Source: an optimization exercise on an open RTL-to-GDS flow (aim: small area, a short achievable clock period and few clock cycles). Production flows keep margins and buffers that such runs may drop. No run shown here included a check of the RTL's function; only the layout flow was run.

==> flow/design.v (outline; a module is shown in full before it is edited, if it fits) <==
// module MyDesign: 1922 lines
module MyDesign (
  input  wire        dut_run,
  output reg         dut_busy,
  input  wire        reset_b,
  input  wire        clk,
  output wire        input_sram_write_enable,
  output wire [11:0] input_sram_write_addresss,
  output wire [15:0] input_sram_write_data,
  output reg  [11:0] input_sram_read_address,
  input  wire [15:0] input_sram_read_data,
  output reg         output_sram_write_enable,
  output reg  [11:0] output_sram_write_addresss,
  output reg  [15:0] output_sram_write_data,
  output wire [11:0] output_sram_read_address,
  input  wire [15:0] output_sram_read_data,
  output wire        scratchpad_sram_write_enable,
  output wire [11:0] scratchpad_sram_write_addresss,
  output wire [15:0] scratchpad_sram_write_data,
  output wire [11:0] scratchpad_sram_read_address,
  input  wire [15:0] scratchpad_sram_read_data,
  output wire        weights_sram_write_enable,
  output wire [11:0] weights_sram_write_addresss,
  output wire [15:0] weights_sram_write_data,
  output wire [11:0] weights_sram_read_address,
  input  wire [15:0] weights_sram_read_data
);
  // ...
==> flow/run.sh <==
#!/bin/bash
# synth_recipe.tcl (not shown) runs the flow's synth.tcl, then flattens the netlist and writes it again
# the make line also repeats each setting of config.mk as NAME=value (left out here)
make -C /OpenROAD-flow-scripts/flow DESIGN_CONFIG=/design/flow/config.mk WORK_HOME=/design/flow/orfs CLKGATE_MAP_FILE= SYNTH_SCRIPT=/design/flow/synth_recipe.tcl finish
==> flow/config.mk <==
export PLATFORM = sky130hd
export DESIGN_NAME = MyDesign
export DESIGN_NICKNAME = MyDesign
export VERILOG_FILES = /design/flow/design.v
export SDC_FILE = /design/flow/constraint.sdc
export NUM_CORES = 4
export LEC_CHECK = 0
export CAP_MARGIN = 20
export CORE_MARGIN = 2
export CORE_UTILIZATION = 40
export PLACE_DENSITY = 0.6
export SETUP_SLACK_MARGIN = 4.5
export SLEW_MARGIN = 20
==> flow/constraint.sdc <==
create_clock -name core_clock -period 8.5 [get_ports {clk}]
set_input_delay 1.7000 -clock core_clock [delete_from_list [all_inputs] [get_ports {clk}]]
set_output_delay 1.7000 -clock core_clock [all_outputs]
set_load 0.01 [all_outputs]
==> results.json, run 1 <==
{
  "drt_iter0_drc": 1351,
  "maxCapViolCount": 0,
  "crit_buf_inv": 4,
  "synth_xor_area_frac": 0.102,
  "yosysUniqueCellTypes": 72,
  "cpMaxStageDelayCell": "fa_1",
  "min_from": "sr0[7]$_DFF_P_",
  "synth-seq-cells": 562,
  "ys_seq_area_frac": 0.388,
  "hp-class": "reg2reg",
  "final_cell_area_um2": 37100,
  "status": "complete, no violations",
  "drc": 0,
  "cts.path.max_buffers": 3,
  "finalNonFillerCells": 4010,
  "finalWirelength_um": 83200,
  "die_area_um2": 86400,
  "r2r_setup_slack_ns": 4.53,
  "layout_commonest_cell": "dfxtp_1",
  "multi_input_area_um2": 18600,
  "largest_class": "multi-input gates",
  "boundaryPins": 232,
  "clk_root_buffer_cell": "clkbuf_16",
  "cts_sinks": 562,
  "antenna_found_initial": 2,
  "mostFrequentLayoutCells": "dfxtp_1 (374), fa_1 (341), inv_1 (301)",
  "non_clock_inverter_count": 301,
  "ys.flop_type": "dfxtp_1",
  "rows": 106,
  "min_period_ns": 3.97
}
==> inputs of run 2 (changes only) <==
--- a/flow/config.mk
+++ b/flow/config.mk
@@ -9,5 +9,5 @@
 export CORE_MARGIN = 2
 export CORE_UTILIZATION = 40
 export PLACE_DENSITY = 0.6
-export SETUP_SLACK_MARGIN = 4.5
+export SETUP_SLACK_MARGIN = 5.0
 export SLEW_MARGIN = 20
==> results.json, run 2 <==
{
  "synth_edf_count": 169,
  "htreeDepth": 2,
  "clock-skew-final_ns": 0.0186,
  "area_growth_pct": 17.1,
  "reg.largest.list": "xs0: 24 flops, xs1: 24 flops, xs2: 24 flops",
  "ys_seq_area_frac": 0.388,
  "num_vias": 21500,
  "cts_sinks": 562,
  "relSlewSlack": 0.320,
  "rows": 106,
  "grt_max_degree": 25,
  "worst-endpoint-arrival_ns": 4.41,
  "syn_area_per_cell_um2": 11.5,
  "timing.critical_path.required_ns": 8.98,
  "fillers": 7417,
  "cts_tree": "yes",
  "fin_tns_setup_ns": 0,
  "finalWirelength_um": 86300,
  "grt_pass1_vias": 22400,
  "mostFrequentLayoutCells": "dfxtp_1 (329), inv_1 (291), xor2_1 (271)",
  "met3_length_um": 4170,
  "layout-drive-gt1-share": 0.223,
  "die_area_um2": 86400,
  "maxCapViolCount": 0,
  "clk_latency_ns": 0.63,
  "grt_setup_unrepaired": "true",
  "layout_commonest_cell": "dfxtp_1",
  "via_per_inst": 5.13,
  "start_kind": "flop",
  "cp_max_fo": 7,
  "cts.path.max_buffers": 3,
  "met2_wirelength_um": 43900,
  "tightest_slew_ns": 1.02,
  "antenna_cells": 0,
  "start_util": 0.403,
  "finalWeightedCongestion": 0.909,
  "ys.flop_type": "dfxtp_1",
  "hold_viol": 0,
  "period_share": 0.462,
  "yosysMostFrequentCell": "dfxtp_1",
  "grt_use_total": 0.197,
  "end_kind": "flop",
  "finish.utilization": 0.472,
  "core_um2": 83400,
  "status": "complete, no violations",
  "min_period_ns": 3.93,
  "synthTopCellsByArea": "dfxtp_1 (22%), fa_1 (20%), edfxtp_1 (15%)",
  "syn-cell-area_um2": 33600,
  "antenna_found_initial": 3,
  "clk_root_buffer_cell": "clkbuf_16",
  "boundaryPins": 232,
  "netlist.top_cell.by_area": "dfxtp_1",
  "die_height_um": 294,
  "grt_overflow": 0,
  "antenna_left": 0,
  "first_pass_iters": 5,
  "ys_async_sr_fraction": 0.0320,
  "yosysUniqueCellTypes": 72,
  "cts_made_buffers": 55,
  "grt_first_pass_wirelength_um": 131000,
  "synth.top_cell.area_share": 0.223,
  "routedWlPerCell_um": 20.7,
  "fmax_mhz": 255,
  "synthTopCellsByCount": "dfxtp_1 (375), fa_1 (342), inv_1 (301), xor2_1 (294), a22oi_1 (259)",
  "wl_met1_um": 35300,
  "crit_type": "reg2reg",
  "netlist_instances": 2917,
  "die_w_um": 294,
  "io_buffers": 77,
  "setup_viol": 0,
  "finalNetCount": 3553,
  "top_layer_used": "met4",
  "drt_iter0_drc": 1408,
  "slew_violations": 0,
  "yosysWarnings": 1,
  "synth-seq-cells": 562,
  "hp-class": "reg2reg",
  "clk_pin_slew_ns": 0.07,
  "drc": 0,
  "hpwlAfterDp_um": 66000
}
## run 2: cell count changes in the layout (fill, tap and decap cells not counted), sizes merged
cell and delta:
buf +174, dlymetal6s2s -2, clkdlybuf4s50 +1, dlygate4sd2 -2
clkinvlp +2, clkinv -6, inv -2, bufinv +5
## run 2: logic make-up (layout without fill, tap and decap cells)
| kind of cell | Yosys count | count (layout) | share of synthesized area |
|---|---|---|---|
| other | 1 | 122 | 0.000112 |
| AOI/OAI and AO/OA | 469 | 469 | 0.0966 |
| muxes | 109 | 109 | 0.0437 |
| and+or+nand+nor | 329 | 329 | 0.0489 |
| xor gates and xnor gates | 393 | 393 | 0.102 |
| buffers and inverters | 622 | 684 | 0.0836 |
| adders and majority gates | 432 | 432 | 0.237 |
| DFF | 562 | 562 | 0.388 |
## run 2: timing repair
| action | 4_1_cts | 5_1_grt |
|---|---|---|
| hold buffers | 0 | 0 |
| endpoints found under the hold margin | 0 | 0 |
| gates cloned | 0 | 0 |
| pin swaps | 54 | 119 |
| setup buffers | 127 | 58 |
| resized for setup | 141 | 200 |
| endpoints found under the setup margin | 64 | 59 |
## run 2: critical path, stage by stage (launching register included)
cell      delay [ns]
edfxtp_1        0.40
buf_6           0.15
a22oi_2         0.16
xor2_1          0.19
fa_1            0.46
fa_1            0.53
inv_2           0.05
ha_4            0.27
a21o_4          0.22
a31oi_4         0.25
nand2_2         0.12
o41a_2          0.39
nand4_1         0.14
and4_4          0.33
a41oi_2         0.13
## run 2: cell type report
| class | count | area (µm²) | area share |
|---|---|---|---|
| Clock buffer | 77 | 1730 | 0.0439 |
| Clock inverter | 26 | 383 | 0.00973 |
| Inverter | 301 | 1130 | 0.0287 |
| Multi-Input combinational cell | 1854 | 19300 | 0.490 |
| Sequential cell | 562 | 13100 | 0.333 |
| Tap cell | 1080 | 1350 | 0.0343 |
| Timing Repair Buffer | 280 | 2380 | 0.0605 |
## run 2: metal layers
layer | GRT usage | vias to the layer above
met5 | 0 | -
li1 | - | 9707
met1 | 0.247 | 10900
met4 | 0.0655 | 0
met2 | 0.350 | 691
met3 | 0.0245 | 196
## run 2: worst paths after layout
path,start,end,slack (ns),cells past startpoint
setup / recovery,k8[7]$_DFFE_PP_,vr[6]$_SDFF_PP0_,4.57,14
hold / removal,l3$_DFF_P_,l4$_DFF_P_,0.32,0
setup reg to reg,k8[7]$_DFFE_PP_,vr[6]$_SDFF_PP0_,4.57,14
hold reg to reg,l3$_DFF_P_,l4$_DFF_P_,0.32,0
max in group asynchronous,reset_b,output_sram_write_enable$_DFF_PN0_,6.63,2
min in group asynchronous,reset_b,sl[0]$_DFFE_PN0P_,1.40,1
## run 2: metrics by stage
step / setup WS (ns) / hold slack [ns] / cells / instance area (µm²)
2_1_floorplan: 4.68 / 0.310 / 3038 / 34200
3_3_place_gp: 3.79 / 0.310 / 3891 / 34700
3_5_place_dp: 3.74 / 0.313 / 3891 / 34700
4_1_cts: 4.54 / 0.323 / 4121 / 38200
5_1_grt: 4.45 / 0.328 / 4180 / 39400
6_report: 4.57 / 0.321 / 4180 / 39400

[afterwards: timing with drivers on the ports]
The results above use ideal ports. As a check the final layouts listed here were re-extracted and re-timed, cells and wires unchanged. Step 1 assumes that a clkbuf_16 drives the clock port and a buf_2 every other input. Step 2, shift: input delay + t, output delay - t, t = (earliest + latest rising clock arrival at the registers) / 2. This alone moves slack from input paths to output paths. Slacks: ideal / step 1 / step 2; pairs: ideal / step 1.
run | shift t [ns] | setup slack, ns | pins driven straight from the clock port
run 1 | 0.672 | 4.525 / 4.525 / 4.034 | 1
run 2 | 0.684 | 4.572 / 4.572 / 4.416 | 1
After both steps every run listed still meets setup and hold. For run 1, which loses most, drivers alone change the setup slack by 0.000 ns; drivers and shift together by -0.491 ns.
